Source: an optimization exercise on an open RTL-to-GDS flow (aim: small area). Production flows keep margins and buffers that such runs may drop.
Only simulation tests tie the RTL to the original design; equivalence was not proved.
Power and IR drop assume default switching activity.

// openNocTop
module openNocTop #(parameter X=2,Y=2,data_width=32, x_size=1, y_size=1,total_width=(x_size+y_size+data_width),sw_no=X*Y)
(
input wire clk,
input wire rstn,
input wire [(X*Y)-1:0] r_valid_pe,
input wire [(total_width*X*Y)-1:0] r_data_pe,
output wire [(X*Y)-1:0] r_ready_pe,
output wire [(X*Y)-1:0] w_valid_pe,
output wire [(total_width*X*Y)-1:0] w_data_pe
);
wire                   w_valid_r[3:0];
wire                   w_valid_t[3:0];
wire [total_width-1:0] w_data_r[3:0];
wire [total_width-1:0] w_data_t[3:0];
genvar p;
generate
for (p = 0; p < 4; p = p + 1) begin : node
    localparam xc = p % 2;
    localparam yc = p / 2;
    localparam pl = (1 - xc) + 2 * yc;    
    localparam pb = xc + 2 * (1 - yc);    
    localparam inv = (xc + yc) % 2;
    nbyn #(.x_coord(xc), .y_coord(yc), .INV_IN(1 - inv), .INV_OUT(inv),
           .data_width(data_width), .total_width(total_width))
    nbyn_instance (
        .clk(clk),
        .rstn(rstn),
        .i_valid_l(w_valid_r[pl]),
        .i_valid_b(w_valid_t[pb]),
        .i_valid_pe(r_valid_pe[p]),
        .o_ready_pe(r_ready_pe[p]),
        .o_valid_r(w_valid_r[p]),
        .o_valid_t(w_valid_t[p]),
        .o_valid_pe(w_valid_pe[p]),
        .i_data_l(w_data_r[pl]),
        .i_data_b(w_data_t[pb]),
        .i_data_pe(r_data_pe[total_width*p +: total_width]),
        .o_data_r(w_data_r[p]),
        .o_data_t(w_data_t[p]),
        .o_data_pe(w_data_pe[total_width*p +: total_width])
    );
end
endgenerate
endmodule
==> flow/config.mk <==
export PLATFORM = sky130hd
export DESIGN_NAME = openNocTop
export DESIGN_NICKNAME = openNocTop
export VERILOG_FILES = /design/flow/design.v
export SDC_FILE = /design/flow/constraint.sdc
export NUM_CORES = 4
export LEC_CHECK = 0
export CAP_MARGIN = 20
export CORE_MARGIN = 2
export CORE_UTILIZATION = 50
export SLEW_MARGIN = 20
export SYNTH_HIERARCHICAL = 1
export SYNTH_MINIMUM_KEEP_SIZE = 0
==> flow/constraint.sdc <==
create_clock -name core_clock -period 5.0 [get_ports {clk}]
set_input_delay 1.0000 -clock core_clock [delete_from_list [all_inputs] [get_ports {clk}]]
set_output_delay 1.0000 -clock core_clock [all_outputs]
set_load 0.01 [all_outputs]
standard.sh (not shown) runs the stock make flow with config.mk's settings and CLKGATE_MAP_FILE= SYNTH_SCRIPT=/design/flow/synth_recipe.tcl, a recipe that flattens the netlist after the stock synthesis.
==> flow/flow/run.sh <==
#!/bin/bash
# Standard ORFS layout with two changes: the ports are buffered by the
# smallest buffer cell, and the clock tree is built from small clock buffers
# in small clusters, without dummy loads. Each tool's full output stays in
# orfs/logs; the make output goes to flow_make.log.
set -euo pipefail
bash standard.sh \
  "BUFFER_PORTS_ARGS=-buffer_cell sky130_fd_sc_hd__buf_1" \
  REMOVE_ABC_BUFFERS=1 \
  "CTS_ARGS=-sink_clustering_enable -repair_clock_nets -dont_use_dummy_load -buf_list sky130_fd_sc_hd__clkbuf_4 -sink_clustering_size 10 -sink_clustering_max_diameter 50" \
  finish > flow_make.log 2>&1
The starting point ran to the end with no violations.
==> next run, changes <==
==> flow/flow/run.sh (replaced) <==
#!/bin/bash
# Standard ORFS layout with two changes: the ports are buffered by the
# smallest buffer cell, and the clock tree is built from small clock buffers
# in small clusters, without dummy loads; after global routing, gates off the
# critical paths are downsized (RECOVER_POWER). Each tool's full output stays in
# orfs/logs; the make output goes to flow_make.log.
set -euo pipefail
bash standard.sh \
  "BUFFER_PORTS_ARGS=-buffer_cell sky130_fd_sc_hd__buf_1" \
  REMOVE_ABC_BUFFERS=1 RECOVER_POWER=100 \
  "CTS_ARGS=-sink_clustering_enable -repair_clock_nets -dont_use_dummy_load -buf_list sky130_fd_sc_hd__clkbuf_4 -sink_clustering_size 10 -sink_clustering_max_diameter 50" \
  finish > flow_make.log 2>&1
CORE_UTILIZATION = 40   (was 50)
Result: Now the flow reached the layout checks and failed them: capacitance limit, slew limit; combinational power is about the same; hold slack gets better by 0.050 ns; wire length grows by 6.0%; clock-buffer cell count does not change; final area came out higher by 0.60%; power climbs by 0.50%; worst setup slack degrades by 1.1 ns; fmax went down by 27%; non-clock buffer count shrinks by 1.
==> next run, changes <==
==> flow/flow/run.sh (replaced) <==
#!/bin/bash
# Standard ORFS layout, with the ports buffered by the smallest buffer cell
# instead of ORFS's default choice. Each tool's full output stays in
# orfs/logs; the make output goes to flow_make.log.
set -euo pipefail
bash standard.sh \
  "BUFFER_PORTS_ARGS=-buffer_cell sky130_fd_sc_hd__buf_1" \
  REMOVE_ABC_BUFFERS=1 \
  finish > flow_make.log 2>&1
CORE_UTILIZATION = 60   (was 40)
CTS_BUF_LIST = sky130_fd_sc_hd__clkbuf_4 sky130_fd_sc_hd__clkbuf_8   (was default)
This time the run completed with no timing, DRC or antenna violations.
Area after synthesis does not change.
Maximum frequency rises by 40%.
Setup slack is better by 1.2 ns.
Die area falls by 33%.
Wire length falls by 7.3%.
Count of clock-buffer cells in the layout rises by 45.
Utilization rises by 25 points.

port drivers added, routing unchanged:
In the flow no input, the clock included, has a driving cell. The finished layouts below were timed again as built, in two steps.
Step 1 assumes that a clkbuf_16 drives the clock port and a buf_2 every other input.
Step 2, shift: input delay + t, output delay - t, t = (earliest + latest rising clock arrival at the registers) / 2. This alone moves slack from input paths to output paths.
Slacks: ideal ports / drivers / drivers and shift; pairs: ideal ports / drivers.
run | t (ns) | setup WS [ns] | worst setup path at the end | latest minus earliest clock arrival (ns)
the first run | 0.728 | 1.959 / 1.937 / 1.455 | input to register | 0.109 / 0.109
the second run | 0.742 | 0.826 / 0.826 / 0.120 | input to register | 0.061 / 0.061
the third run | 0.645 | 2.022 / 1.975 / 1.487 | input to register | 0.032 / 0.032
For the second run, which loses most, drivers alone change the setup slack by 0.000 ns; drivers and shift together by -0.706 ns.
